From an optimization exercise on the open Yosys and OpenROAD flow, aimed at small area; shortcuts taken in it are not production practice. Function was checked by simulation only, so behaviour that the tests miss may differ from the original. The clock cells of runs 2 to 4 come from the design's own scripts or RTL, not from TritonCTS. The flow treats the clock pin as an ideal source. Dropping or thinning the clock tree relies on that and would not hold on a real chip. Power and IR drop assume default switching activity.

### design/flow/flow/run.sh
#!/bin/bash
# Standard synthesis, then its combinational logic re-mapped for area
# (flip-flops kept), then the standard layout with the smallest buffer on
# the ports and one tie cell shared by the constant outputs. The clock tree is then rebuilt as four leaf buffers, each
# driving a cluster of about 20 flip-flops.
set -euo pipefail
export BUFFER_PORTS_ARGS="-buffer_cell sky130_fd_sc_hd__buf_1"
export CTS_ARGS="-sink_clustering_enable -repair_clock_nets -dont_use_dummy_load -buf_list {sky130_fd_sc_hd__clkbuf_4}"
bash standard.sh synth > synth.log 2>&1
R=orfs/results/sky130hd/coin_catcher_game/base
LIB=$FLOW_HOME/platforms/sky130hd/lib/sky130_fd_sc_hd__tt_025C_1v80.lib
DU=""
for c in $(make -s -C $FLOW_HOME DESIGN_CONFIG=$PWD/config.mk WORK_HOME=$PWD/orfs print-DONT_USE_CELLS 2>/dev/null | sed 's/^DONT_USE_CELLS: //'); do
  DU="$DU -dont_use $c"
done
cp $R/1_2_yosys.v $R/1_2_yosys_standard.v
sed -e "s#LIB#$LIB#g" -e "s#NETLIST#$R/1_2_yosys_standard.v#" -e "s#DONTUSE#$DU#" \
    -e "s#ABCSCRIPT#$PWD/flow/remap.abc#" -e "s#OUT#$R/1_2_yosys.v#" -e "s#TMP#$PWD/remap_tmp.v#" flow/remap.ys > remap_run.ys
yosys -s remap_run.ys > remap.log 2>&1
rm -f $R/1_synth.odb $R/1_synth.sdc
bash standard.sh floorplan > floorplan.log 2>&1
IN_ODB=$R/2_floorplan.odb OUT_ODB=$R/2_floorplan.odb openroad -no_init -exit flow/share_ties.tcl > share_ties.log 2>&1
bash standard.sh cts > place_cts.log 2>&1
LIB=$LIB IN_ODB=$R/4_cts.odb OUT_ODB=$R/4_cts.odb NLEAF=4 LEAF_BUF=sky130_fd_sc_hd__clkbuf_8 ROOT_BUF= \
  openroad -no_init -exit flow/clock_tree.tcl > clock_tree.log 2>&1
bash standard.sh finish > layout.log 2>&1
### design/flow/flow/clock_tree.tcl
# Rebuild the clock tree as one level: the clock port drives NLEAF leaf
# buffers, each placed at the centre of a cluster of flip-flops (k-means
# on their placed positions) and driving that cluster's clock pins.
read_liberty $::env(LIB)
read_db $::env(IN_ODB)
set block [ord::get_db_block]
set nleaf $::env(NLEAF)
set bufm [[ord::get_db] findMaster $::env(LEAF_BUF)]
set clk [$block findNet clk]

# remove the buffers clock tree synthesis inserted
foreach inst [$block getInsts] {
  set m [[$inst getMaster] getName]
  if { [string match "sky130_fd_sc_hd__clkbuf_*" $m] && [string match "clkbuf_*" [$inst getName]] } {
    set out [[$inst findITerm X] getNet]
    odb::dbInst_destroy $inst
    if { $out != "NULL" } {
      foreach it [$out getITerms] { $it disconnect ; $it connect $clk }
      odb::dbNet_destroy $out
    }
  }
}
# the flip-flop clock pins, now all on clk
set sinks {}
foreach it [$clk getITerms] {
  set inst [$it getInst]
  if { [[$it getMTerm] getName] == "CLK" } { lappend sinks $it }
}
puts "clock sinks: [llength $sinks]"
proc ctr { it } {
  set b [[$it getInst] getBBox]
  return [list [expr ([$b xMin] + [$b xMax]) / 2.0] [expr ([$b yMin] + [$b yMax]) / 2.0]]
}
# k-means, started from sinks spread in x order
set pts {}
foreach it $sinks { lappend pts [ctr $it] }
set sorted [lsort -real -index 0 $pts]
set n [llength $pts]
set cents {}
for {set k 0} {$k < $nleaf} {incr k} { lappend cents [lindex $sorted [expr int(($k + 0.5) * $n / $nleaf)]] }
set cap [expr ($n + $nleaf - 1) / $nleaf]
for {set iter 0} {$iter < 30} {incr iter} {
  # capacity-limited assignment: nearest pairs first
  set pairs {}
  set i 0
  foreach p $pts {
    for {set k 0} {$k < $nleaf} {incr k} {
      set c [lindex $cents $k]
      lappend pairs [list [expr abs([lindex $p 0] - [lindex $c 0]) + abs([lindex $p 1] - [lindex $c 1])] $i $k]
    }
    incr i
  }
  set asg [lrepeat $n -1]
  set load [lrepeat $nleaf 0]
  foreach pr [lsort -real -index 0 $pairs] {
    lassign $pr d i k
    if { [lindex $asg $i] >= 0 || [lindex $load $k] >= $cap } { continue }
    lset asg $i $k
    lset load $k [expr [lindex $load $k] + 1]
  }
  set new {}
  for {set k 0} {$k < $nleaf} {incr k} {
    set sx 0; set sy 0; set cnt 0
    foreach p $pts a $asg { if { $a == $k } { set sx [expr $sx + [lindex $p 0]]; set sy [expr $sy + [lindex $p 1]]; incr cnt } }
    if { $cnt > 0 } { lappend new [list [expr $sx / $cnt] [expr $sy / $cnt]] } else { lappend new [lindex $cents $k] }
  }
  set cents $new
}
# optional root buffer between the clock port and the leaves
set leafdrv $clk
if { $::env(ROOT_BUF) != "" } {
  set sx 0; set sy 0
  foreach c $cents { set sx [expr $sx + [lindex $c 0]]; set sy [expr $sy + [lindex $c 1]] }
  set root [odb::dbInst_create $block [[ord::get_db] findMaster $::env(ROOT_BUF)] "clkbuf_root"]
  $root setLocation [expr int($sx / $nleaf)] [expr int($sy / $nleaf)]
  $root setPlacementStatus PLACED
  set leafdrv [odb::dbNet_create $block "clknet_root"]
  $leafdrv setSigType CLOCK
  [$root findITerm A] connect $clk
  [$root findITerm X] connect $leafdrv
}
for {set k 0} {$k < $nleaf} {incr k} {
  set c [lindex $cents $k]
  set inst [odb::dbInst_create $block $bufm "clkbuf_leaf_$k"]
  $inst setLocation [expr int([lindex $c 0])] [expr int([lindex $c 1])]
  $inst setPlacementStatus PLACED
  set net [odb::dbNet_create $block "clknet_leaf_$k"]
  $net setSigType CLOCK
  [$inst findITerm A] connect $leafdrv
  [$inst findITerm X] connect $net
  set cnt 0
  foreach it $sinks a $asg { if { $a == $k } { $it disconnect; $it connect $net; incr cnt } }
  puts "leaf $k: $cnt sinks at $c"
}
$clk setSigType CLOCK
detailed_placement
check_placement -verbose
write_db $::env(OUT_ODB)
### design/flow/flow/remap.abc
strash
&get -n
&deepsyn -T 60
&put
dch -f
map -a
mfs -a
strash
&get -n
&deepsyn -T 60
&put
dch -f
amap
topo
### design/flow/flow/remap.ys
# Re-map the combinational logic of the standard synthesis for area.
# The flip-flops (their cells and instance names) are kept as they are.
read_liberty -ignore_miss_func LIB
read_verilog NETLIST
hierarchy -top coin_catcher_game
setattr -mod -set keep_hierarchy 1 sky130_fd_sc_hd__df* sky130_fd_sc_hd__edf* sky130_fd_sc_hd__sdf*
flatten
opt_clean
abc -liberty LIB DONTUSE -script ABCSCRIPT coin_catcher_game
opt_clean -purge
select coin_catcher_game
rename -hide w:*.*
write_verilog -noattr -selected TMP
design -reset
read_liberty -lib LIB
read_verilog TMP
hierarchy -top coin_catcher_game
splitnets
opt_clean -purge
hilomap -singleton -hicell sky130_fd_sc_hd__conb_1 HI -locell sky130_fd_sc_hd__conb_1 LO
insbuf -buf sky130_fd_sc_hd__buf_1 A X
check -assert -mapped
stat -liberty LIB
write_verilog -noattr -nohex -nodec OUT
### design/flow/flow/share_ties.tcl
# Drive all constant outputs from one tie cell: remove each output's own
# tie cell (and the buffer synthesis put after it) and connect the ports
# to one shared tie cell's HI or LO net.
read_db $::env(IN_ODB)
set block [ord::get_db_block]
set tiem [[ord::get_db] findMaster sky130_fd_sc_hd__conb_1]
set ports(HI) {}; set ports(LO) {}
set dinst {}; set dnet {}
foreach inst [$block getInsts] {
  if { [[$inst getMaster] getName] != "sky130_fd_sc_hd__conb_1" } { continue }
  foreach pin {HI LO} {
    set net [[$inst findITerm $pin] getNet]
    if { $net == "NULL" } { continue }
    # loads: ports directly, or single buffers that drive only a port
    foreach it [$net getITerms] {
      if { [$it getInst] == $inst } { continue }
      set b [$it getInst]
      set bm [[$b getMaster] getName]
      if { ![string match "sky130_fd_sc_hd__buf_*" $bm] } { error "tie load [$b getName] is $bm" }
      set onet [[$b findITerm X] getNet]
      if { [llength [$onet getITerms]] != 1 } { error "buffer [$b getName] drives cells" }
      foreach bt [$onet getBTerms] { lappend ports($pin) $bt }
      lappend dinst $b; lappend dnet $onet
    }
    foreach bt [$net getBTerms] { lappend ports($pin) $bt }
    lappend dnet $net
  }
  lappend dinst $inst
}
# delete instances first, then nets
foreach obj $dinst { odb::dbInst_destroy $obj }
foreach obj [lsort -unique $dnet] { foreach bt [$obj getBTerms] { $bt disconnect } ; odb::dbNet_destroy $obj }
set tie [odb::dbInst_create $block $tiem "tie_shared"]
foreach pin {HI LO} {
  if { [llength $ports($pin)] == 0 } { continue }
  set net [odb::dbNet_create $block "tie_shared_$pin"]
  [$tie findITerm $pin] connect $net
  foreach bt $ports($pin) { $bt connect $net }
  puts "tie $pin drives [llength $ports($pin)] ports"
}
write_db $::env(OUT_ODB)
### design/flow/standard.sh
#!/bin/bash
# synth_recipe.tcl (not shown) runs the flow's synth.tcl, then flattens the netlist and writes it again
# the make line also repeats each setting of config.mk as NAME=value (left out here)
make -C /OpenROAD-flow-scripts/flow DESIGN_CONFIG=/design/flow/config.mk WORK_HOME=/design/flow/orfs CLKGATE_MAP_FILE= SYNTH_SCRIPT=/design/flow/synth_recipe.tcl "${@:-finish}"
### design/flow/config.mk
export PLATFORM = sky130hd
export DESIGN_NAME = coin_catcher_game
export DESIGN_NICKNAME = coin_catcher_game
export VERILOG_FILES = /design/flow/design.v
export SDC_FILE = /design/flow/constraint.sdc
export NUM_CORES = 4
export LEC_CHECK = 0
export ABC_AREA = 1
export CAP_MARGIN = 20
export CORE_MARGIN = 2
export CORE_UTILIZATION = 85
export SLEW_MARGIN = 20
### design/flow/constraint.sdc
create_clock -name core_clock -period 10.0 [get_ports {clk}]
set_input_delay 2.0000 -clock core_clock [delete_from_list [all_inputs] [get_ports {clk}]]
set_output_delay 2.0000 -clock core_clock [all_outputs]
set_load 0.01 [all_outputs]
### design/flow/design.v
module freq_div(clk, reset, tick_scan, tick_game, tick_arm, tick_upd, tick_timer, sample);
input clk, reset;
output tick_scan, tick_game, tick_arm, tick_upd, tick_timer, sample;
reg ph;
reg [1:0] m3;
reg [7:0] g;
reg [11:0] t;
reg armed;    
wire g_end = g[7] & ~g[5] & ~g[4] & g[2] & ~g[1] & g[0];              
wire g_arm = ~g[0] & g[1] & ~g[2] & ~g[3] & g[4] & g[5] & g[6];        
wire g_upd = ~g[0] & ~g[1] & g[3] & ~g[4] & g[6] & ~g[7];             
wire t_end = (~t[11] & t[9] & t[8] & ~t[7] & t[6] & ~t[4] & t[3] & ~t[2] & t[0]);  
assign tick_scan  = ~ph & m3[1];
assign tick_game  = tick_scan & g_end;
assign tick_arm   = tick_scan & g_arm;
assign tick_upd   = tick_scan & g_upd;
assign tick_timer = ~ph & t_end;
assign sample = armed & ~(ph & m3[0]) & ~tick_scan;
always @(posedge clk or negedge reset)
begin
	if (!reset) begin
		ph <= 1'b0;
		m3 <= 2'd0;
		g <= 8'b00001010;
		t <= 12'b111010010011;
	end else begin
		ph <= ~ph;
		m3 <= {m3[0], ~(m3[0] | m3[1])};
		g <= {g[6:4], g[3] & ~g_end, g[2:0], g[7] ^ g[2]};
		t <= {t[10:2], t[1] & ~t_end, t[0], t[11] ^ t[0]};
	end
end
always @(posedge clk)
	armed <= tick_arm | (armed & ~tick_scan);
endmodule
module debounce(clk, arm, sample, btn_in, btn_out);
input clk, arm, sample, btn_in;
output reg btn_out;
always @(posedge clk)
	btn_out <= arm | (btn_out & ~(sample & btn_in));
endmodule
module player_ctrl(clk, en, reset, btn_l, btn_r, player_x_out);
input clk, en, reset, btn_l, btn_r;
output reg [2:0] player_x_out;
always @(posedge clk or negedge reset)
begin
	if (!reset)
		player_x_out <= 3'd3;
	else if (en && (btn_l ^ btn_r))
		player_x_out <= player_x_out + {btn_l, btn_l, 1'b1};
end
endmodule
module coin_generator(clk, en, reset, hit, coin_x_out, coin_y_out, type_out, caught);
input clk, en, reset, hit;
output reg [2:0] coin_x_out;
output reg [3:0] coin_y_out;
output reg type_out;
output reg caught;
reg [15:0] random_val;
always @(posedge clk or negedge reset)
begin
	if (!reset) begin
		coin_x_out <= 3'd4;
		coin_y_out <= 4'd0;
		type_out <= 1'b0;
		caught <= 1'b0;
		random_val <= 16'h1234;
	end else if (en) begin
		random_val <= {random_val[14:0], random_val[15] ^ random_val[13] ^ random_val[12] ^ random_val[10]};
		caught <= hit;
		if (caught || coin_y_out == 4'd15) begin
			coin_y_out <= 4'd0;
			coin_x_out <= {random_val[2:1], random_val[0] & ~(random_val[3] & random_val[2] & random_val[1])};
			type_out <= random_val[3];
		end else
			coin_y_out <= coin_y_out + 4'd1;
	end
end
endmodule
module score_keeper(clk, en, reset, hit, two, h0, h1);
input clk, en, reset, hit, two;
output [6:0] h0, h1;
reg [3:0] u;
reg [1:0] t;
wire [3:0] un;
wire [1:0] tn;
score_logic L(.two(two), .u(u), .t(t), .un(un), .tn(tn), .h0(h0), .h1(h1));
always @(posedge clk or negedge reset)
begin
	if (!reset) begin
		u <= 4'd0;
		t <= 2'd0;
	end else if (en && hit) begin
		u <= un;
		t <= tn;
	end
end
endmodule
module score_logic(two, u, t, un, tn, h0, h1);
  input two;
  wire two;
  input [3:0] u;
  wire [3:0] u;
  input [1:0] t;
  wire [1:0] t;
  output [3:0] un;
  wire [3:0] un;
  output [1:0] tn;
  wire [1:0] tn;
  output [6:0] h0;
  wire [6:0] h0;
  output [6:0] h1;
  wire [6:0] h1;
  wire _0_;
  wire _10_;
  wire _11_;
  wire _12_;
  wire _13_;
  wire _14_;
  wire _15_;
  wire _16_;
  wire _17_;
  wire _18_;
  wire _19_;
  wire _1_;
  wire _20_;
  wire _2_;
  wire _3_;
  wire _4_;
  wire _5_;
  wire _6_;
  wire _7_;
  wire _8_;
  wire _9_;
  assign _16_ = ~u[0];
  assign h1[6] = ~t[0];
  assign _15_ = u[1] | u[0];
  assign _14_ = ~(u[1] & u[0]);
  assign _13_ = u[1] | ~(u[2]);
  assign _12_ = u[2] & _14_;
  assign _11_ = ~(u[3] | _12_);
  assign h0[5] = _15_ & _11_;
  assign h0[4] = ~((u[3] | _13_) & _16_);
  assign _10_ = ~(u[2] & _15_);
  assign _9_ = ~(_15_ & _12_);
  assign _8_ = u[1] & ~(u[2]);
  assign _7_ = u[0] | u[2];
  assign _6_ = ~(u[3] | _8_);
  assign _5_ = _7_ & _6_;
  assign h0[3] = _9_ & _5_;
  assign _4_ = ~(u[0] | u[3]);
  assign h0[2] = _8_ & _4_;
  assign h0[1] = ~(u[3] | _9_);
  assign _3_ = u[0] | two;
  assign _2_ = u[3] & _3_;
  assign _1_ = ~(t[1] & _2_);
  assign h1[5] = t[1] | t[0];
  assign tn[0] = ~(h1[6] & _1_);
  assign _0_ = u[1] & _3_;
  assign _20_ = u[3] | _0_;
  assign _19_ = ~((u[2] & _0_) | u[3]);
  assign un[3] = ~(_2_ | _19_);
  assign _18_ = u[2] | _0_;
  assign un[2] = _19_ & _18_;
  assign _17_ = u[1] | _3_;
  assign un[1] = _17_ & ~(_20_);
  assign un[0] = ~(u[0] ^ two);
  assign h0[0] = _10_ & _5_;
  assign h1[0] = t[1] & ~(t[0]);
  assign h1[2] = t[1] & t[0];
  assign h1[4] = t[1] ^ t[0];
  assign h0[6] = _6_ & ~(_12_);
  assign tn[1] = _2_ ? h1[6] : t[1];
  assign { h1[3], h1[1] } = { h1[0], 1'h0 };
endmodule
module game_core(clk, reset, en_score, en_upd, btn_l, btn_r,
	player_x, coin_x, coin_y, coin_type, h0, h1);
input clk, reset, en_score, en_upd, btn_l, btn_r;
output [2:0] player_x, coin_x;
output [3:0] coin_y;
output coin_type;
output [6:0] h0, h1;
wire caught;
wire [2:0] dx = player_x - coin_x;
wire hit = (coin_y == 4'd15) && ((dx == 3'd0) || (coin_type && dx == 3'd1));
player_ctrl Player(.clk(clk), .en(en_upd), .reset(reset),
	.btn_l(btn_l), .btn_r(btn_r), .player_x_out(player_x));
coin_generator Coin(.clk(clk), .en(en_upd), .reset(reset), .hit(hit),
	.coin_x_out(coin_x), .coin_y_out(coin_y), .type_out(coin_type), .caught(caught));
score_keeper Score(.clk(clk), .en(en_score), .reset(reset),
	.hit(hit), .two(coin_type), .h0(h0), .h1(h1));
endmodule
module game_timer(clk, en, reset, h4, h5, time_up);
input clk, en, reset;
output [6:0] h4, h5;
output time_up;
reg [3:0] u;
reg [2:0] t;
wire [3:0] un;
wire [2:0] tn;
sec_logic L(.u(u), .t(t), .un(un), .tn(tn), .h4(h4), .h5(h5), .over(time_up));
always @(posedge clk or negedge reset)
begin
	if (!reset) begin
		u <= 4'd3;    
		t <= 3'd5;    
	end else if (en) begin
		u <= un;
		t <= tn;
	end
end
endmodule
module sec_logic(u, t, un, tn, h4, h5, over);
  input [3:0] u;
  wire [3:0] u;
  input [2:0] t;
  wire [2:0] t;
  output [3:0] un;
  wire [3:0] un;
  output [2:0] tn;
  wire [2:0] tn;
  output [6:0] h4;
  wire [6:0] h4;
  output [6:0] h5;
  wire [6:0] h5;
  output over;
  wire over;
  wire _0_;
  wire _10_;
  wire _11_;
  wire _12_;
  wire _13_;
  wire _14_;
  wire _15_;
  wire _16_;
  wire _17_;
  wire _18_;
  wire _19_;
  wire _1_;
  wire _20_;
  wire _21_;
  wire _22_;
  wire _23_;
  wire _24_;
  wire _25_;
  wire _26_;
  wire _27_;
  wire _28_;
  wire _29_;
  wire _2_;
  wire _30_;
  wire _31_;
  wire _32_;
  wire _33_;
  wire _34_;
  wire _3_;
  wire _4_;
  wire _5_;
  wire _6_;
  wire _7_;
  wire _8_;
  wire _9_;
  assign _1_ = ~t[0];
  assign h4[6] = ~u[2];
  assign _0_ = ~t[2];
  assign _34_ = ~u[1];
  assign _33_ = ~(t[1] | t[2]);
  assign _32_ = t[0] & _33_;
  assign _31_ = ~(t[0] & _33_);
  assign _30_ = ~(u[1] & u[0]);
  assign _29_ = u[2] & u[1];
  assign _28_ = u[0] & _29_;
  assign _26_ = ~((u[0] & _29_) | u[3]);
  assign _25_ = ~(_32_ & _26_);
  assign _24_ = u[2] & _30_;
  assign _23_ = u[0] | ~(u[3]);
  assign _22_ = ~(u[2] & u[3]);
  assign _21_ = ~(_23_ & _22_);
  assign _20_ = ~((_31_ & _24_) | _21_);
  assign h4[3] = u[3] ? h4[6] : _28_;
  assign un[1] = ~(_25_ & _20_);
  assign _18_ = ~((h4[6] | u[0]) & u[3]);
  assign h4[5] = ~_18_;
  assign h4[2] = ~(_30_ | _22_);
  assign _16_ = _29_ ^ _18_;
  assign _17_ = _27_ | ~(t[1]);
  assign un[0] = ~((t[1] | _16_) & _17_);
  assign _15_ = t[1] & ~(t[2]);
  assign h5[2] = t[0] & _15_;
  assign h5[1] = t[2] & ~(t[1]);
  assign h5[6] = ~((t[0] & t[1]) | t[2]);
  assign h4[4] = u[3] ^ _29_;
  assign _14_ = t[1] & t[2];
  assign h5[0] = t[0] ? _14_ : _33_;
  assign _13_ = t[0] | _15_;
  assign h5[4] = t[1] ? t[2] : _1_;
  assign _12_ = ~(h5[1] | _13_);
  assign h5[5] = h5[2] | _12_;
  assign h4[1] = _24_ & ~(u[3]);
  assign _11_ = u[0] ? _29_ : u[3];
  assign h4[0] = _22_ & _11_;
  assign _10_ = ~(u[2] | u[3]);
  assign _9_ = ~_10_;
  assign _8_ = _1_ & _10_;
  assign _7_ = ~((t[2] | _9_) & (_8_ | t[1]));
  assign tn[1] = ~_7_;
  assign _6_ = _33_ | ~(_10_);
  assign tn[0] = _13_ ? _6_ : _10_;
  assign _5_ = ~((_28_ | _8_) & _33_);
  assign _4_ = u[3] ? h4[6] : _33_;
  assign un[3] = ~((h4[1] | _4_) & _5_);
  assign _3_ = ~((u[2] | _23_) & (_22_ | _34_));
  assign un[2] = ~((_32_ & _10_) | _3_);
  assign tn[2] = ~((t[1] & _8_) | _0_);
  assign _2_ = u[1] & ~(u[0]);
  assign over = _10_ & _2_;
  assign _19_ = _29_ ^ _18_;
  assign _27_ = t[2] ? _19_ : _16_;
  assign h5[3] = h5[0];
endmodule
module matrix_driver(
	input clk,
	input en,
	input reset,
	input [2:0] player_x,
	input [2:0] coin_x,
	input [3:0] coin_y,
	input coin_type,
	output [7:0] row_out,
	output [15:0] col_out
);
reg [2:0] pos;
reg valid;
always @(posedge clk or negedge reset)
begin
	if (!reset) begin
		pos <= 3'd7;
		valid <= 1'b0;
	end else if (en) begin
		pos <= pos + 3'd1;
		valid <= 1'b1;
	end
end
wire [2:0] dp = pos - player_x;
wire [2:0] dc = pos - coin_x;
wire side = (dp == 3'd1 || dp == 3'd7);
wire pl = side || (dp == 3'd0);
wire cn = (dc == 3'd0) || (coin_type && dc == 3'd1);
wire [15:0] coin_bits = cn ? (16'd1 << coin_y) : 16'd0;
assign col_out = coin_bits | {pl, side, 14'd0};
assign row_out = ~((8'd1 << pos) & {valid, 7'h7f});
endmodule
module coin_catcher_game(
	clk,
	reset,
	btn_left, btn_right,
	dot_row, dot_col,
	HEX_0, HEX_1, HEX_2, HEX_3, HEX_4, HEX_5
);
input clk, reset, btn_left, btn_right;
output [7:0] dot_row;
output [15:0] dot_col;
output [6:0] HEX_0, HEX_1, HEX_2, HEX_3, HEX_4, HEX_5;
wire tick_scan, tick_game, tick_arm, tick_upd, tick_timer, sample;
freq_div Clocks(.clk(clk), .reset(reset),
	.tick_scan(tick_scan), .tick_game(tick_game), .tick_arm(tick_arm),
	.tick_upd(tick_upd), .tick_timer(tick_timer), .sample(sample));
wire over;
game_timer Timer(.clk(clk), .en(tick_timer), .reset(reset),
	.h4(HEX_4), .h5(HEX_5), .time_up(over));
wire step = tick_game & ~over;
wire upd = tick_upd & ~over;
wire db_l, db_r;
debounce BtnL(.clk(clk), .arm(tick_arm), .sample(sample), .btn_in(btn_left),  .btn_out(db_l));
debounce BtnR(.clk(clk), .arm(tick_arm), .sample(sample), .btn_in(btn_right), .btn_out(db_r));
wire [2:0] player_x, coin_x;
wire [3:0] coin_y;
wire coin_type;
game_core Game(
	.clk(clk), .reset(reset), .en_score(step), .en_upd(upd),
	.btn_l(db_l), .btn_r(db_r),
	.player_x(player_x), .coin_x(coin_x), .coin_y(coin_y), .coin_type(coin_type),
	.h0(HEX_0), .h1(HEX_1)
);
matrix_driver Matrix(
	.clk(clk), .en(tick_scan), .reset(reset),
	.player_x(player_x), .coin_x(coin_x), .coin_y(coin_y), .coin_type(coin_type),
	.row_out(dot_row), .col_out(dot_col)
);
assign HEX_2 = 7'b1111111;
assign HEX_3 = 7'b1111111;
endmodule
==> results_dict.tcl, run 1 <==
set metrics [dict create \
    outcome "stopped before the end" \
    failing_step "global placement" \
    error_line "[ERROR GPL-0301] Utilization 101.925 % exceeds 100%." \
    ys_warn_count 7 \
    die_y_microns 65.34 \
    rows 22 \
    boundaryPins 70 \
    die_x_microns 65.34 \
    synthCells 360 \
    start_util_pct 88.02 \
    syn_area_sq_um 3198 \
    port_buffers 54 \
    avgSynthCellArea_sq_um 8.884 \
]
==> inputs of run 2 (changes only) <==
--- a/design/flow/config.mk
+++ b/design/flow/config.mk
@@ -8,5 +8,5 @@
 export ABC_AREA = 1
 export CAP_MARGIN = 20
 export CORE_MARGIN = 2
-export CORE_UTILIZATION = 85
+export CORE_UTILIZATION = 70
 export SLEW_MARGIN = 20
==> results_dict.tcl, run 2 <==
set metrics [dict create \
    outcome "finished clean" \
    drt_first_pass_iters 4 \
    grt_max_degree 69 \
    wl_mm 6.095 \
    skew_ns 0.02182 \
    slowest_stage "dfstp_2" \
    cp.required_ns 8.00 \
    first_iter_violations 173 \
    cts.sinks 71 \
    drive_gt1_share_pct 7.960 \
    slew_headroom_pct 46.48 \
    crit_chain "clkinv_1 > o22ai_1 > o21ai_0 > nor4_1 > a41oi_1 > or3_1 > o22ai_1 > buf_1" \
    first_global_vias 2314 \
    layout_commonest_cell "nor2_1" \
    port_buffers 54 \
    worstSetupEndpointType "output port" \
    cp-start-kind "flop" \
    grt_setup_unrepaired "no" \
    antenna_cells 0 \
    hp-class "reg -> reg" \
    clkTransAtPathRegs_ns 0.12 \
    vdd_drop_max_uv 129.2 \
    ant_nets 0 \
    reg.largest.list "Game.Coin.random_val (16), Clocks.t (12), Clocks.g (8)" \
    boundaryPins 70 \
    grt_pass1_wl_mm 10.18 \
    drv_cap 0 \
    power_per_cell_area_nw_per_um2 115.6 \
    grt-ovfl-total 0 \
    antenna_found_initial 0 \
    maxClockFrequency_mhz 227.5 \
    cts_setup_buffers 0 \
    areaGrowthSynthToFinish_pct 8.646 \
    fillers 306 \
    place_congestion 0.8576 \
    die_y_microns 71.59 \
    crit_top_cell "o22ai_1" \
    worstPathArrival_ns 2.40 \
    layout.nets 409 \
    p_leak_nw 1.374 \
    fin_crit_sh_pct 43.96 \
    post_cts_resize_count 0 \
    cp_num_buf_inv 2 \
    slew_viol_final 0 \
    finalHoldViolCount 0 \
    ys_warn_count 7 \
    fin_crit_ns 4.396 \
    setup_tns_ns 0 \
    syn_area_sq_um 3198 \
    die_area_sq_um 5125 \
    core_area_sq_um 4384 \
    max_stage_delay_ns 0.61 \
    stdcell_area_sq_um 3475 \
    top_register "Game.Coin.random_val" \
    worstPathMaxFanout 7 \
    avgSynthCellArea_sq_um 8.884 \
    dpl_cell_area_sq_um 3420 \
    critical_path_class "reg -> out" \
    multi_input_area_sq_um 1157 \
    start_util_pct 72.95 \
    drc 0 \
    setup_viol 0 \
    final_cell_mix "nor2_1 (75), buf_1 (53), clkinv_1 (47)" \
    largest_reg_flops 16 \
    critical-path-top-delay-family "simple AND/OR/NAND/NOR gates" \
    worstMarginPinSlew_ns 0.8027 \
    seq_area_sq_um 1802 \
    vias 2593 \
    insertion_delay_ns 0.17 \
    wire_per_inst_microns 13.43 \
    ctsHoldBuffers 0 \
    viasPerCell 5.711 \
    synthCells 360 \
    die_x_microns 71.59 \
    grtUsageTotal_pct 25.06 \
    dp_hpwl_mm 4.479 \
    rows 24 \
]
[run 2: layer usage]
metal  vias up  track usage [%]  share of wire, %
li1       1296                -                 -
met1      1208            34.09                46
met2        86            43.11                48
met3         3            4.501               5.3
met4         0            5.031              0.62
met5         -                0                 0
[run 2: through the flow]
stage / hold slack (ns) / std cells / setup WS, ns / util (%) / power [mW]
global placement: 0.3349 / 450 / 5.952 / 78.00 / 0.3016
global route: 0.3692 / 454 / 5.397 / 79.25 / 0.4154
floorplan: 0.3312 / 373 / 6.099 / - / 0.2975
finish: 0.3584 / 454 / 5.604 / 79.25 / 0.4017
detailed placement: 0.3457 / 450 / 5.844 / 78.00 / 0.3016
CTS: 0.3550 / 459 / 5.396 / 79.54 / 0.4243
[run 2: worst paths after layout]
| check | from | endpoint | slack [ns] | cells after the start |
|---|---|---|---|---|
| max in group asynchronous | reset | Clocks.g[4]$_DFF_PN0_ | 7.48 | 2 |
| setup reg to reg | Game.Player.player_x_out[0]$_DFFE_PN1P_ | Game.Score.t[0]$_DFFE_PN0P_ | 7.27 | 8 |
| setup / recovery | Matrix.pos[2]$_DFFE_PN1P_ | dot_col[14] | 5.60 | 8 |
| min in group asynchronous | reset | Game.Coin.coin_y_out[1]$_DFFE_PN0P_ | 1.99 | 2 |
| hold reg to reg | Clocks.t[5]$_DFF_PN0_ | Clocks.t[6]$_DFF_PN0_ | 0.36 | 0 |
| hold / removal | Clocks.t[5]$_DFF_PN0_ | Clocks.t[6]$_DFF_PN0_ | 0.36 | 0 |
[run 2: cell type report]
cell class	instances	share of cell area (%)
repair buffers	56	6.302
flip-flops and latches	71	51.85
inverters	47	5.077
multi-input cells	224	33.31
plain buffers	4	1.584
well taps	52	1.873
[run 2: power breakdown]
part	switching [mW]	internal, mW
logic	0.00752	0.000664
registers	0.000000000482	0.288
clock network	0.0685	0.0372
total	0.0760	0.326
[run 2: worst reg2reg max path, stage by stage, from the launching register on]
cell	delay [ns]
dfstp_2	0.61
nor2_1	0.07
a2111oi_0	0.40
a31oi_1	0.08
nor4b_1	0.59
nand2_1	0.20
nor3_1	0.36
clkinv_1	0.17
o21ai_0	0.19
==> inputs of run 3 (changes only) <==
--- a/design/flow/design.v
+++ b/design/flow/design.v
@@ -4,12 +4,12 @@
 reg ph;
 reg [1:0] m3;
 reg [7:0] g;
-reg [11:0] t;
+reg [11:0] tn;    
 reg armed;    
 wire g_end = g[7] & ~g[5] & ~g[4] & g[2] & ~g[1] & g[0];              
 wire g_arm = ~g[0] & g[1] & ~g[2] & ~g[3] & g[4] & g[5] & g[6];        
 wire g_upd = ~g[0] & ~g[1] & g[3] & ~g[4] & g[6] & ~g[7];             
-wire t_end = (~t[11] & t[9] & t[8] & ~t[7] & t[6] & ~t[4] & t[3] & ~t[2] & t[0]);  
+wire t_end = (tn[11] & ~tn[9] & ~tn[8] & tn[7] & ~tn[6] & tn[4] & ~tn[3] & tn[2] & ~tn[0]);  
 assign tick_scan  = ~ph & m3[1];
 assign tick_game  = tick_scan & g_end;
 assign tick_arm   = tick_scan & g_arm;
@@ -22,12 +22,12 @@
 		ph <= 1'b0;
 		m3 <= 2'd0;
 		g <= 8'b00001010;
-		t <= 12'b111010010011;
+		tn <= 12'b000101101100;    
 	end else begin
 		ph <= ~ph;
 		m3 <= {m3[0], ~(m3[0] | m3[1])};
 		g <= {g[6:4], g[3] & ~g_end, g[2:0], g[7] ^ g[2]};
-		t <= {t[10:2], t[1] & ~t_end, t[0], t[11] ^ t[0]};
+		tn <= {tn[10:2], tn[1] | t_end, tn[0], ~(tn[11] ^ tn[0])};
 	end
 end
 always @(posedge clk)
@@ -251,8 +251,6 @@
   wire _30_;
   wire _31_;
   wire _32_;
-  wire _33_;
-  wire _34_;
   wire _3_;
   wire _4_;
   wire _5_;
@@ -260,62 +258,60 @@
   wire _7_;
   wire _8_;
   wire _9_;
-  assign _1_ = ~t[0];
   assign h4[6] = ~u[2];
-  assign _0_ = ~t[2];
-  assign _34_ = ~u[1];
-  assign _33_ = ~(t[1] | t[2]);
-  assign _32_ = t[0] & _33_;
-  assign _31_ = ~(t[0] & _33_);
-  assign _30_ = ~(u[1] & u[0]);
-  assign _29_ = u[2] & u[1];
-  assign _28_ = u[0] & _29_;
-  assign _26_ = ~((u[0] & _29_) | u[3]);
-  assign _25_ = ~(_32_ & _26_);
-  assign _24_ = u[2] & _30_;
-  assign _23_ = u[0] | ~(u[3]);
-  assign _22_ = ~(u[2] & u[3]);
-  assign _21_ = ~(_23_ & _22_);
-  assign _20_ = ~((_31_ & _24_) | _21_);
-  assign h4[3] = u[3] ? h4[6] : _28_;
-  assign un[1] = ~(_25_ & _20_);
-  assign _18_ = ~((h4[6] | u[0]) & u[3]);
-  assign h4[5] = ~_18_;
-  assign h4[2] = ~(_30_ | _22_);
-  assign _16_ = _29_ ^ _18_;
-  assign _17_ = _27_ | ~(t[1]);
-  assign un[0] = ~((t[1] | _16_) & _17_);
-  assign _15_ = t[1] & ~(t[2]);
-  assign h5[2] = t[0] & _15_;
+  assign _31_ = ~t[2];
+  assign _30_ = ~u[0];
+  assign _28_ = ~_23_;
+  assign _27_ = u[2] | ~(u[3]);
+  assign _26_ = u[0] | _27_;
+  assign _25_ = t[2] | ~(t[1]);
+  assign _24_ = u[3] | ~(_25_);
+  assign _22_ = ~(u[3] | u[2]);
+  assign _21_ = ~(u[2] & u[1]);
+  assign _20_ = u[2] | _25_;
+  assign _19_ = u[3] ? _21_ : _20_;
+  assign un[2] = _26_ & _19_;
+  assign _18_ = u[0] & u[1];
+  assign _17_ = ~(u[3] | _18_);
+  assign _16_ = ~((u[2] | _30_) & u[3]);
+  assign _15_ = ~((h4[6] | _18_) & _25_);
+  assign _14_ = _25_ | _22_;
+  assign _13_ = ~((_17_ | _14_) & _15_);
+  assign un[1] = ~(_16_ & _13_);
+  assign _12_ = ~(u[3] & u[0]);
+  assign h4[2] = ~(_21_ | _12_);
+  assign h4[5] = ~(_27_ & _12_);
+  assign _11_ = _21_ ? h4[5] : _12_;
+  assign _29_ = ~_11_;
+  assign un[0] = t[1] ? _28_ : _11_;
+  assign _10_ = t[1] | ~(t[0]);
+  assign h5[4] = _25_ & _10_;
+  assign _9_ = ~(t[1] | t[2]);
+  assign h5[2] = t[0] & _9_;
+  assign _8_ = ~(u[3] | _21_);
+  assign _7_ = ~(u[0] & _8_);
+  assign h4[3] = ~(_27_ & _7_);
+  assign h5[6] = _31_ & _10_;
+  assign _6_ = t[1] & t[2];
+  assign _5_ = ~(t[1] & t[2]);
+  assign h5[0] = t[0] ? _6_ : _9_;
+  assign _4_ = t[2] & ~(t[0]);
   assign h5[1] = t[2] & ~(t[1]);
-  assign h5[6] = ~((t[0] & t[1]) | t[2]);
-  assign h4[4] = u[3] ^ _29_;
-  assign _14_ = t[1] & t[2];
-  assign h5[0] = t[0] ? _14_ : _33_;
-  assign _13_ = t[0] | _15_;
-  assign h5[4] = t[1] ? t[2] : _1_;
-  assign _12_ = ~(h5[1] | _13_);
-  assign h5[5] = h5[2] | _12_;
-  assign h4[1] = _24_ & ~(u[3]);
-  assign _11_ = u[0] ? _29_ : u[3];
-  assign h4[0] = _22_ & _11_;
-  assign _10_ = ~(u[2] | u[3]);
-  assign _9_ = ~_10_;
-  assign _8_ = _1_ & _10_;
-  assign _7_ = ~((t[2] | _9_) & (_8_ | t[1]));
-  assign tn[1] = ~_7_;
-  assign _6_ = _33_ | ~(_10_);
-  assign tn[0] = _13_ ? _6_ : _10_;
-  assign _5_ = ~((_28_ | _8_) & _33_);
-  assign _4_ = u[3] ? h4[6] : _33_;
-  assign un[3] = ~((h4[1] | _4_) & _5_);
-  assign _3_ = ~((u[2] | _23_) & (_22_ | _34_));
-  assign un[2] = ~((_32_ & _10_) | _3_);
-  assign tn[2] = ~((t[1] & _8_) | _0_);
-  assign _2_ = u[1] & ~(u[0]);
-  assign over = _10_ & _2_;
-  assign _19_ = _29_ ^ _18_;
-  assign _27_ = t[2] ? _19_ : _16_;
+  assign h5[5] = t[1] ? _4_ : _31_;
+  assign h4[1] = u[2] & _17_;
+  assign h4[0] = ~(_26_ & _7_);
+  assign h4[4] = ~(u[3] ^ _21_);
+  assign _3_ = _22_ & ~(t[0]);
+  assign tn[1] = _3_ ? _5_ : t[1];
+  assign _2_ = ~(t[0] ^ _22_);
+  assign tn[0] = ~(_25_ & _2_);
+  assign _1_ = u[2] ? _17_ : _24_;
+  assign un[3] = ~_1_;
+  assign tn[2] = ~((t[1] & _3_) | _31_);
+  assign _0_ = u[1] & ~(u[0]);
+  assign over = _22_ & _0_;
+  assign _32_ = ~_11_;
+  assign _23_ = t[2] ? _32_ : _29_;
   assign h5[3] = h5[0];
 endmodule
 module matrix_driver(
==> results_dict.tcl, run 3 <==
set metrics [dict create \
    cp_num_buf_inv 2 \
    finalHoldViolCount 0 \
    cts.sinks 71 \
    hold_path_depth 0 \
    hp-class "reg -> reg" \
    place_congestion 0.9192 \
    die_y_microns 71.49 \
    ff2ff_setup_slack_ns 6.93 \
    min_from "Clocks.tn[5]$_DFF_PN1_" \
    avgSynthCellArea_sq_um 8.905 \
    setup_viol 0 \
    drv_cap 0 \
    rows 24 \
    crit_cells 6 \
    reg.largest.list "Game.Coin.random_val (16), Clocks.tn (12), Clocks.g (8)" \
    grt-ovfl-total 0 \
    ant_nets 0 \
    critical_path_class "reg -> out" \
    vias 2554 \
    synthCells 358 \
    insertion_delay_ns 0.16 \
    die_area_sq_um 5110 \
    slew_viol_final 0 \
    fillers 324 \
    outcome "finished clean" \
    ctsHoldBuffers 0 \
    start_util_pct 72.72 \
    drt_first_pass_iters 4 \
    wire_per_inst_microns 13.29 \
    post_cts_resize_count 0 \
    fin_crit_sh_pct 44.16 \
    viasPerCell 5.663 \
    antenna_found_initial 0 \
    grt_setup_unrepaired "no" \
    p_leak_nw 1.403 \
    setup_tns_ns 0 \
    wl_mm 5.992 \
    cp-start-kind "flop" \
    hold_ws_ns 0.3647 \
    r2r-start "Timer.u[2]$_DFFE_PN0P_" \
    worstPathMaxFanout 9 \
    critical-path-top-delay-family "compound AO/OA/AOI/OAI gates" \
    syn_area_sq_um 3188 \
    antenna_cells 0 \
    layout_commonest_cell "nor2_1" \
    boundaryPins 70 \
    rr_endpoint "Game.Coin.coin_x_out[0]$_DFFE_PN0P_" \
    cp.required_ns 8.00 \
    grt_pass1_wl_mm 10.68 \
    cts_setup_buffers 0 \
    worstPathArrival_ns 2.42 \
    worstMarginPinSlew_ns 0.8050 \
    maxClockFrequency_mhz 226.5 \
    worstSetupEndpointType "output port" \
    slowest_stage "dfstp_2" \
    areaGrowthSynthToFinish_pct 8.281 \
    port_buffers 54 \
    final_cell_mix "nor2_1 (76), buf_1 (53), clkinv_1 (49)" \
    layout.nets 406 \
    r2r_cells 8 \
    max_stage_delay_ns 0.60 \
    hold_end "Clocks.tn[6]$_DFF_PN1_" \
    die_x_microns 71.49 \
    clkTransAtPathRegs_ns 0.11 \
    vdd_drop_max_uv 130.5 \
    drc 0 \
    core_area_sq_um 4384 \
    drive_gt1_share_pct 7.018 \
    dp_hpwl_mm 4.341 \
    grt_max_degree 69 \
    ys_warn_count 7 \
    skew_ns 0.01067 \
    slew_headroom_pct 46.34 \
    grtUsageTotal_pct 26.30 \
    first_iter_violations 155 \
    crit_top_cell "o22ai_1" \
    fin_crit_ns 4.416 \
    first_global_vias 2431 \
    top_register "Game.Coin.random_val" \
    seq_area_sq_um 1799 \
    power_per_cell_area_nw_per_um2 116.8 \
    crit_chain "clkinv_1 > a2111oi_0 > o22ai_1 > or3_1 > o22ai_1 > buf_1" \
    multi_input_area_sq_um 1137 \
    largest_reg_flops 16 \
]
[run 3: power by group]
group	internal (mW)	switching (mW)	leakage, nW	total [mW]
Combinational	0.000647	0.00760	0.508	0.00824
Clock	0.0373	0.0697	0.0288	0.107
Sequential	0.288	0.000000000167	0.866	0.288
Total	0.326	0.0773	1.40	0.403
[run 3: metrics by stage]
stage	power (mW)	cells	setup WS [ns]	utilization, %	area (sq um)
4_1_cts	0.4239	456	5.324	79.02	3465
3_5_place_dp	0.3017	447	5.785	77.48	3397
5_1_grt	0.4154	451	5.342	78.74	3452
2_1_floorplan	0.2975	371	6.016	-	3237
3_3_place_gp	0.3016	447	5.845	77.48	3397
6_report	0.4030	451	5.584	78.74	3452
[run 3: how the worst max path moves through the flow]
stage,start,end
after floorplan,Matrix.pos[0]$_DFFE_PN1P_,dot_col[14]
after global placement,Matrix.pos[0]$_DFFE_PN1P_,dot_col[14]
after detailed placement,Matrix.pos[0]$_DFFE_PN1P_,dot_col[14]
after CTS,Matrix.pos[0]$_DFFE_PN1P_,dot_col[14]
after global routing,Matrix.pos[2]$_DFFE_PN1P_,dot_col[14]
final,Matrix.pos[0]$_DFFE_PN1P_,dot_col[14]
[run 3: cell type report]
| class | count | share of cell area (%) |
|---|---|---|
| multi-input combinational | 220 | 32.95 |
| inverter | 49 | 5.328 |
| tap | 52 | 1.885 |
| sequential | 71 | 52.12 |
| timing repair buffer | 55 | 6.125 |
| buffer | 4 | 1.595 |
[run 3: layer usage]
| metal | share of wire, % | vias to the layer above | track usage (%) |
|---|---|---|---|
| met5 | 0 | - | 0 |
| met4 | 1.8 | 0 | 6.709 |
| met3 | 5.3 | 14 | 4.641 |
| met2 | 47 | 70 | 43.72 |
| met1 | 46 | 1185 | 36.60 |
| li1 | - | 1285 | - |
==> inputs of run 4 (changes only) <==
--- a/design/flow/design.v
+++ b/design/flow/design.v
@@ -173,16 +173,18 @@
   assign tn[1] = _2_ ? h1[6] : t[1];
   assign { h1[3], h1[1] } = { h1[0], 1'h0 };
 endmodule
-module game_core(clk, reset, en_score, en_upd, btn_l, btn_r,
+module game_core(clk, reset, en_score, en_upd, btn_l, btn_r, at_player, coin_here,
 	player_x, coin_x, coin_y, coin_type, h0, h1);
-input clk, reset, en_score, en_upd, btn_l, btn_r;
+input clk, reset, en_score, en_upd, btn_l, btn_r, at_player, coin_here;
 output [2:0] player_x, coin_x;
 output [3:0] coin_y;
 output coin_type;
 output [6:0] h0, h1;
 wire caught;
-wire [2:0] dx = player_x - coin_x;
-wire hit = (coin_y == 4'd15) && ((dx == 3'd0) || (coin_type && dx == 3'd1));
+reg hit;
+always @(posedge clk)
+	if (at_player)
+		hit <= coin_here & (coin_y == 4'd15);
 player_ctrl Player(.clk(clk), .en(en_upd), .reset(reset),
 	.btn_l(btn_l), .btn_r(btn_r), .player_x_out(player_x));
 coin_generator Coin(.clk(clk), .en(en_upd), .reset(reset), .hit(hit),
@@ -323,7 +325,9 @@
 	input [3:0] coin_y,
 	input coin_type,
 	output [7:0] row_out,
-	output [15:0] col_out
+	output [15:0] col_out,
+	output at_player,    
+	output coin_here     
 );
 reg [2:0] pos;
 reg valid;
@@ -340,8 +344,10 @@
 wire [2:0] dp = pos - player_x;
 wire [2:0] dc = pos - coin_x;
 wire side = (dp == 3'd1 || dp == 3'd7);
-wire pl = side || (dp == 3'd0);
+assign at_player = (dp == 3'd0);
+wire pl = side || at_player;
 wire cn = (dc == 3'd0) || (coin_type && dc == 3'd1);
+assign coin_here = cn;
 wire [15:0] coin_bits = cn ? (16'd1 << coin_y) : 16'd0;
 assign col_out = coin_bits | {pl, side, 14'd0};
 assign row_out = ~((8'd1 << pos) & {valid, 7'h7f});
@@ -370,18 +376,20 @@
 debounce BtnL(.clk(clk), .arm(tick_arm), .sample(sample), .btn_in(btn_left),  .btn_out(db_l));
 debounce BtnR(.clk(clk), .arm(tick_arm), .sample(sample), .btn_in(btn_right), .btn_out(db_r));
 wire [2:0] player_x, coin_x;
+wire at_player, coin_here;
 wire [3:0] coin_y;
 wire coin_type;
 game_core Game(
 	.clk(clk), .reset(reset), .en_score(step), .en_upd(upd),
-	.btn_l(db_l), .btn_r(db_r),
+	.btn_l(db_l), .btn_r(db_r), .at_player(at_player), .coin_here(coin_here),
 	.player_x(player_x), .coin_x(coin_x), .coin_y(coin_y), .coin_type(coin_type),
 	.h0(HEX_0), .h1(HEX_1)
 );
 matrix_driver Matrix(
 	.clk(clk), .en(tick_scan), .reset(reset),
 	.player_x(player_x), .coin_x(coin_x), .coin_y(coin_y), .coin_type(coin_type),
-	.row_out(dot_row), .col_out(dot_col)
+	.row_out(dot_row), .col_out(dot_col),
+	.at_player(at_player), .coin_here(coin_here)
 );
 assign HEX_2 = 7'b1111111;
 assign HEX_3 = 7'b1111111;
==> results_dict.tcl, run 4 <==
set metrics [dict create \
    cts_setup_buffers 0 \
    largest_reg_flops 16 \
    crit_top_cell "clkinv_1" \
    rr_endpoint "Game.Coin.coin_y_out[3]$_DFFE_PN0P_" \
    synthCells 352 \
    ys_warn_count 8 \
    viasPerCell 5.566 \
    fin_crit_ns 4.467 \
    vias 2477 \
    vdd_drop_max_uv 133.1 \
    slew_headroom_pct 44.15 \
    r2r_cells 14 \
    fin_crit_sh_pct 44.67 \
    worstSetupEndpointType "output port" \
    ff2ff_setup_slack_ns 5.93 \
    first_global_vias 2318 \
    slew_viol_final 0 \
    rows 24 \
    ant_nets 0 \
    clkTransAtPathRegs_ns 0.11 \
    layout.cells.non_filler 445 \
    drv_cap 0 \
    critical_path_class "reg -> out" \
    hold_ws_ns 0.3642 \
    layout_commonest_cell "nor2_1" \
    first_iter_violations 144 \
    insertion_delay_ns 0.17 \
    die_area_sq_um 5095 \
    reg.largest.list "Game.Coin.random_val (16), Clocks.tn (12), Clocks.g (8)" \
    crit_chain "clkinv_1 > o22ai_1 > clkinv_1 > a2111oi_0 > a31oi_1 > clkinv_1 > nor2_1 > o31ai_1 > buf_1" \
    dp_hpwl_mm 4.360 \
    maxClockFrequency_mhz 223.9 \
    drive_gt1_share_pct 7.125 \
    cp-start-kind "flop" \
    finalHoldViolCount 0 \
    p_leak_nw 1.393 \
    grt_max_degree 69 \
    areaGrowthSynthToFinish_pct 8.307 \
    place_congestion 0.8972 \
    max_stage_delay_ns 0.60 \
    layout.nets 400 \
    antenna_found_initial 0 \
    grt-ovfl-total 0 \
    r2r-start "Timer.u[1]$_DFFE_PN1P_" \
    worstPathArrival_ns 2.47 \
    slowest_stage "dfstp_2" \
    min_from "Clocks.tn[5]$_DFF_PN1_" \
    die_x_microns 71.38 \
    stdcell_area_sq_um 3442 \
    skew_ns 0.01188 \
    drc 0 \
    dpl_cell_area_sq_um 3387 \
    boundaryPins 70 \
    avgSynthCellArea_sq_um 9.029 \
    port_buffers 54 \
    worstMarginPinSlew_ns 0.8291 \
    antenna_cells 0 \
    final_cell_mix "nor2_1 (66), buf_1 (53), clkinv_1 (52)" \
    die_y_microns 71.38 \
    hp-class "reg -> reg" \
    core_area_sq_um 4354 \
    setup_tns_ns 0 \
    dp.cells 441 \
    drt_first_pass_iters 4 \
    grt_setup_unrepaired "no" \
    grt_pass1_wl_mm 9.963 \
    power_per_cell_area_nw_per_um2 118.2 \
    grtUsageTotal_pct 24.59 \
    syn_area_sq_um 3178 \
    top_register "Game.Coin.random_val" \
    cts.sinks 72 \
    start_util_pct 72.99 \
    post_cts_resize_count 0 \
    cp.required_ns 8.00 \
    wl_mm 5.975 \
    ctsHoldBuffers 0 \
    outcome "finished clean" \
    worstPathMaxFanout 7 \
    hold_end "Clocks.tn[6]$_DFF_PN1_" \
    hold_path_depth 0 \
    wire_per_inst_microns 13.43 \
    setup_viol 0 \
]
[run 4: cell count changes in the layout (fill, tap and decap cells not counted), sizes merged, moves of 2 or more]
cell | before | now
nor2 | 76 | 66
o21ai | 17 | 14
o21a | 4 | 6
a211oi | 2 | 0
o221ai | 0 | 2
nor3 | 8 | 5
a21oi | 16 | 22
nand2 | 19 | 21
nor4b | 1 | 3
clkinv | 49 | 52
o31ai | 3 | 1
or2 | 4 | 6
[run 4: where the power goes]
group,internal [mW],switching (mW)
registers,0.292,0.000000000285
logic,0.000645,0.00753
clock network,0.0373,0.0692
total,0.330,0.0768
[run 4: worst max-delay path by stage]
stage	from	end	slack [ns]	depth (start not counted)
2_1_floorplan	Matrix.pos[2]$_DFFE_PN1P_	dot_col[14]	6.15	7
3_3_place_gp	Matrix.pos[2]$_DFFE_PN1P_	dot_col[15]	5.93	10
3_5_place_dp	Matrix.pos[2]$_DFFE_PN1P_	dot_col[15]	5.79	9
4_1_cts	Matrix.pos[2]$_DFFE_PN1P_	dot_col[15]	5.36	9
5_1_grt	Matrix.pos[2]$_DFFE_PN1P_	dot_col[15]	5.34	9
6_report	Matrix.pos[2]$_DFFE_PN1P_	dot_col[15]	5.53	9
[run 4: metal layers]
| layer | up-vias | wire (microns) | track usage [%] |
|---|---|---|---|
| met1 | 1161 | 2725 | 33.23 |
| met2 | 58 | 2916 | 41.46 |
| li1 | 1251 | - | - |
| met5 | - | 0 | 0 |
| met3 | 7 | 269 | 4.219 |
| met4 | 0 | 64 | 7.338 |
[run 4: per-stage QoR]
step           setup WS (ns)  total power [mW]  utilization, %
6_report               5.533            0.4070           79.05
5_1_grt                5.339            0.4207           79.05
4_1_cts                5.362            0.4272           79.34
3_5_place_dp           5.794            0.3063           77.79
3_3_place_gp           5.932            0.3062           77.79
2_1_floorplan          6.151            0.3021               -
[run 4: worst max-delay path, delay by kind of cell (launching register included)]
family	cells	cell delay [ns]
compound gates	4	1.05
buf+inv	4	0.61
flops	1	0.60
simple gates	1	0.04
[run 4: final cells by class]
type | count | area (sq um)
Buffer | 4 | 55.05
Fill cell | 297 | 912.1
Inverter | 52 | 195.2
Multi-Input combinational cell | 210 | 1086
Sequential cell | 72 | 1829
Tap cell | 52 | 65.06
Timing Repair Buffer | 55 | 211.5

-- afterwards: timing with drivers on the ports --
The flow's constraints put no driver on any port. The routed layouts listed below were extracted and timed again, unchanged, in two steps. Step 1: set_driving_cell puts a clkbuf_16 on clk and a buf_2 on each other input, an assumption about the parent block. Step 2, shift: input delay + t, output delay - t, t = (earliest + latest rising clock arrival at the registers) / 2. This alone moves slack from input paths to output paths. Three values: ideal ports, drivers, drivers and shift; two values: the first two.
run | t (ns) | setup WS [ns] | worst slew at a driven data input, ns
run 2 | 0.214 | 5.604 / 5.550 / 5.764 | 0.03
run 3 | 0.215 | 5.584 / 5.528 / 5.744 | 0.03
run 4 | 0.215 | 5.533 / 5.478 / 5.693 | 0.04
After both steps setup and hold are still met in every run listed.
